Source: an optimization exercise on an open RTL-to-GDS flow (aim: small area and a short achievable clock period). Production flows keep margins and buffers that such runs may drop.
At most, simulation tests tie the RTL to the original design; equivalence was not proved.
Power and IR drop assume default switching activity.

==> flow/design.v <==
module div_steps #(parameter int JHI = 15, parameter int JLO = 0) (
	input  logic [15:0]      r_in,
	input  logic [JHI:JLO]   a,
	input  logic [15:0]      b,
	output logic [15:0]      r_out,
	output logic [JHI:JLO]   q
);
	logic [15:0] rr [JLO:JHI+1];
	assign rr[JHI+1] = r_in;
	for (genvar j = JHI; j >= JLO; j--) begin : st
		localparam int W = 16 - j;
		logic [W-1:0] t, d;
		logic         bo, hz;
		if (W == 1) begin : w1
			assign t = a[j];
		end else begin : wn
			assign t = {rr[j+1][W-2:0], a[j]};
		end
		assign {bo, d} = {1'b0, t} - {1'b0, b[W-1:0]};
		if (W == 16) begin : hz16
			assign hz = 1'b1;
		end else begin : hzn
			assign hz = ~|b[15:W];
		end
		assign q[j] = hz & ~bo;
		if (W == 16) begin : o16
			assign rr[j] = q[j] ? d : t;
		end else begin : on
			assign rr[j] = {{(16-W){1'b0}}, q[j] ? d : t};
		end
	end
	assign r_out = rr[JLO];
endmodule
module pr2_cpu(
	input  logic        clk,
	input  logic        rst,
	output logic [5:0]  pc,
	input  logic [17:0] instr,
	output logic [4:0]  dmem_addr,
	output logic [15:0] dmem_wdata,
	output logic        dmem_we,
	input  logic [15:0] dmem_rdata,
	input  logic        init_en,
	input  logic [3:0]  init_addr,
	input  logic [3:0]  init_data,
	input  logic [3:0]  dbg_addr,
	output logic [15:0] dbg_data
	);
	localparam int DK = 6;    
	logic [5:0] op;
	logic [3:0] rs, rt, rd;
	assign op = instr[17:12];
	assign rs = instr[11:8];
	assign rt = instr[7:4];
	assign rd = instr[3:0];
	logic cJ, cB1, cB2, cM, cI, cR, jump;
	assign cJ  = (op[5:1] == 5'b00000);    
	assign cB1 = (op[5:1] == 5'b00001);    
	assign cB2 = (op[5:2] == 4'b0001);     
	assign cM  = (op[5:3] == 3'b001);      
	assign cI  = (op[5:4] == 2'b01);       
	assign cR  = op[5];                    
	assign jump = cJ | (op[5:2] == 4'b1000);
	logic [15:0] regs [16];
	logic [15:0] RD1, RD2, WD;
	logic [3:0]  WA;
	assign RD1 = regs[rs];
	assign RD2 = regs[rt];
	assign dbg_data = regs[dbg_addr];
	for (genvar k = 0; k < 16; k++) begin : rf
		always_ff @(posedge clk)
			if (WA == k) regs[k] <= WD;
	end
	logic [15:0] SignImm, ZeroImm, CompImm, opb;
	assign SignImm = {{12{rd[3]}}, rd};
	assign ZeroImm = {12'b0, rd};
	assign CompImm = op[1] ? (op[0] ? {~rd, 12'hFFF} : {8'b0, rd, 4'b0}) : {4'b0, rd, 8'b0};
	assign opb = cR ? RD2 : ((op[2] & cI) ? ((op[3] | (op[0] & op[1])) ? CompImm : ZeroImm) : SignImm);
	logic [3:0]  F;
	logic [15:0] g, sum, lg, alu_out;
	logic        cout, ovs, slt;
	assign F = (op[3] & op[2]) ? 4'b0101 : op[3:0];
	assign g = F[1] ? ~opb : opb;
	assign {cout, sum} = {1'b0, RD1} + {1'b0, g} + {16'b0, F[1]};
	assign ovs = (sum[15] ^ RD1[15]) & ~(RD1[15] ^ g[15]);
	assign slt = F[0] ? ~cout : (ovs ? cout : sum[15]);
	always_comb
		case (F[1:0])
			2'b00: lg = RD1 & opb;
			2'b01: lg = RD1 | opb;
			2'b10: lg = RD1 ^ opb;
			default: lg = ~(RD1 | opb);
		endcase
	assign alu_out = F[2] ? lg : (F[3] ? {15'b0, slt} : sum);
	logic [15:0] sh_out;
	always_comb
		case (op[1:0])
			2'b00: sh_out = RD2 << RD1[3:0];
			2'b01: sh_out = RD2 >> RD1[3:0];
			default: sh_out = $signed(RD2) >>> RD1[3:0];
		endcase
	localparam logic [1:0] MD_RES = 2'd0, MD_MUL = 2'd1, MD_DIV = 2'd2;
	logic [1:0]  mode;
	logic [15:0] hr, lr, xr;
	logic [15:0] fH, fL, mH, mL, dR, dQl;
	logic [31:0] prod;
	assign prod = hr * lr;
	div_steps #(.JHI(15-DK), .JLO(0)) div2 (
		.r_in(hr), .a(lr[15:DK]), .b(xr), .r_out(dR), .q(dQl[15-DK:0]));
	assign dQl[15:16-DK] = lr[DK-1:0];
	always_comb
		case (mode)
			MD_MUL: begin fH = prod[31:16]; fL = prod[15:0]; end
			MD_DIV: begin fH = dR; fL = dQl; end
			default: begin fH = hr; fL = lr; end
		endcase
	logic [15:0] d1R;
	logic [15:16-DK] d1Q;
	div_steps #(.JHI(15), .JLO(16-DK)) div1 (
		.r_in(16'b0), .a(RD1[15:16-DK]), .b(RD2), .r_out(d1R), .q(d1Q));
	always_ff @(posedge clk) begin
		if (op[2]) begin
			if (op[0]) begin
				mode <= MD_RES; hr <= RD1; lr <= RD1;
			end else if (op[1]) begin
				mode <= MD_DIV; hr <= d1R; lr <= {RD1[15-DK:0], d1Q}; xr <= RD2;
			end else begin
				mode <= MD_MUL; hr <= RD1; lr <= RD2;
			end
		end else if (op[0]) begin
			mode <= MD_RES;
			if (op[1]) begin hr <= fH; lr <= RD1; end
			else       begin hr <= RD1; lr <= fL; end
		end
	end
	logic [15:0] mul_out;
	assign mul_out = op[1] ? fL : fH;
	logic [15:0] R_out;
	always_comb
		if (cI | (cR & op[4]))       R_out = alu_out;
		else if (cR & ~op[3])        R_out = sh_out;
		else if (cR)                 R_out = mul_out;
		else                         R_out = 16'b0;
	logic [5:0]  addr6;
	logic [15:0] MOut, ld, bsel;
	assign addr6 = RD1[5:0] + SignImm[5:0];
	assign MOut = dmem_rdata;
	assign dmem_addr = addr6[5:1];
	assign dmem_we = op[2] & cM;
	assign dmem_wdata = op[0] ? RD2 : (addr6[0] ? {RD2[7:0], MOut[15:8]} : {MOut[15:8], RD2[7:0]});
	assign bsel = addr6[0] ? {8'b0, MOut[15:8]} : {8'b0, MOut[7:0]};
	assign ld = op[0] ? MOut : {{8{bsel[7] & ~op[1]}}, bsel[7:0]};
	logic [5:0] pc1, pc_next;
	logic       taken, eq, lez;
	assign pc1 = pc + 6'd1;
	assign eq  = (RD1 == RD2);
	assign lez = RD1[15] | (RD1 == 16'b0);
	assign taken = (cB1 & (op[0] ^ RD1[15])) |
	               (cB2 & (op[0] ^ (op[1] ? lez : eq)));
	assign pc_next = taken ? (pc1 + SignImm[5:0]) : (jump ? (cR ? RD1[5:0] : instr[5:0]) : pc1);
	always_ff @(posedge clk)
		if (rst) pc <= 6'd0;
		else if (!init_en) pc <= pc_next;
	always_comb begin
		if (init_en) begin
			WA = init_addr;
			WD = {12'b0, init_data};
		end else begin
			WA = jump ? 4'd15 : (cR ? rd : rt);
			WD = cM ? ld : ((jump & op[0]) ? {10'b0, pc1} : R_out);
		end
	end
endmodule
Settings: LEC_CHECK=0, ABC_AREA=1, CAP_MARGIN=20, CORE_MARGIN=2, CORE_UTILIZATION=40, SLEW_MARGIN=20; clock period 42.0 ns.
run.sh (not shown) runs the stock make flow with config.mk's settings and CLKGATE_MAP_FILE= SYNTH_SCRIPT=/design/flow/synth_recipe.tcl, a recipe that flattens the netlist after the stock synthesis.
Rerun with:
--- a/flow/design.v
+++ b/flow/design.v
@@ -30,8 +30,39 @@
 		end
 	end
 	assign r_out = rr[JLO];
 endmodule
+module mul16 (
+	input  logic [15:0] a, b,
+	output logic [31:0] p
+);
+	logic [16:0] s [0:15];
+	logic [15:0] c [0:15];
+	assign s[0] = {1'b0, a & {16{b[0]}}};
+	assign c[0] = 16'b0;
+	assign p[0] = s[0][0];
+	for (genvar i = 1; i < 16; i++) begin : row
+		for (genvar j = 0; j < 16; j++) begin : col
+			logic x, y, z;
+			assign x = a[j] & b[i];
+			assign y = s[i-1][j+1];
+			assign z = c[i-1][j];
+			assign s[i][j] = x ^ y ^ z;
+			assign c[i][j] = (x & y) | (x & z) | (y & z);
+		end
+		assign s[i][16] = 1'b0;
+		assign p[i] = s[i][0];
+	end
+	logic [16:0] fc;
+	assign fc[0] = 1'b0;
+	for (genvar j = 0; j < 16; j++) begin : fin
+		logic x, y;
+		assign x = s[15][j+1];
+		assign y = c[15][j];
+		assign p[16+j] = x ^ y ^ fc[j];
+		assign fc[j+1] = (x & y) | (x & fc[j]) | (y & fc[j]);
+	end
+endmodule
 module pr2_cpu(
 	input  logic        clk,
 	input  logic        rst,
 	output logic [5:0]  pc,
@@ -45,9 +76,9 @@
 	input  logic [3:0]  init_data,
 	input  logic [3:0]  dbg_addr,
 	output logic [15:0] dbg_data
 	);
-	localparam int DK = 6;    
+	localparam int DK = 7;    
 	logic [5:0] op;
 	logic [3:0] rs, rt, rd;
 	assign op = instr[17:12];
 	assign rs = instr[11:8];
@@ -103,9 +134,9 @@
 	logic [1:0]  mode;
 	logic [15:0] hr, lr, xr;
 	logic [15:0] fH, fL, mH, mL, dR, dQl;
 	logic [31:0] prod;
-	assign prod = hr * lr;
+	mul16 mul (.a(hr), .b(lr), .p(prod));
 	div_steps #(.JHI(15-DK), .JLO(0)) div2 (
 		.r_in(hr), .a(lr[15:DK]), .b(xr), .r_out(dR), .q(dQl[15-DK:0]));
 	assign dQl[15:16-DK] = lr[DK-1:0];
 	always_comb
Total power goes up by 14%.
Wire length is about the same.
Die area goes down by 3.8%.
Worst setup slack is better by 0.97 ns.
Design area goes down by 4.5%.
Worst hold slack is better by 0.029 ns.
Clock skew barely changes.
Flip-flop and latch count stays the same.
Maximum frequency goes up by 4.4%.
Clock power goes down by 13%.
Area after synthesis goes down by 3.8%.
Utilization goes down by 0.37 points.
Via count goes down by 5.9%.
First-iteration DRC count goes down by 14%.
The RTL of the first run of this note was laid out without a check of its function.

[afterwards: timing with drivers on the ports]
The flow's constraints put no driver on any port. The routed layouts listed below were extracted and timed again, unchanged, in two steps. Step 1, drivers: a clkbuf_16 drives clk and a buf_2 each remaining input, both assumed. Step 2 times the ports against the registers' clock, not the clock port: input delays grow and output delays shrink by t, the midpoint of the rising clock arrivals with the driver on. a / b / c = ideal / step 1 / step 2; a / b = the first two.
run	t, ns	setup WS [ns]	worst register clock-pin slew, ns	pins driven straight from the clock port
the first run	0.632	18.940 / 18.940 / 18.940	0.07 / 0.07	1
the second run	0.631	19.908 / 19.866 / 19.866	0.07 / 0.07	1
After both steps setup and hold are still met in every run listed. The setup slack of the second run, which loses most, moves by -0.042 ns with the drivers and by -0.042 ns with both steps.
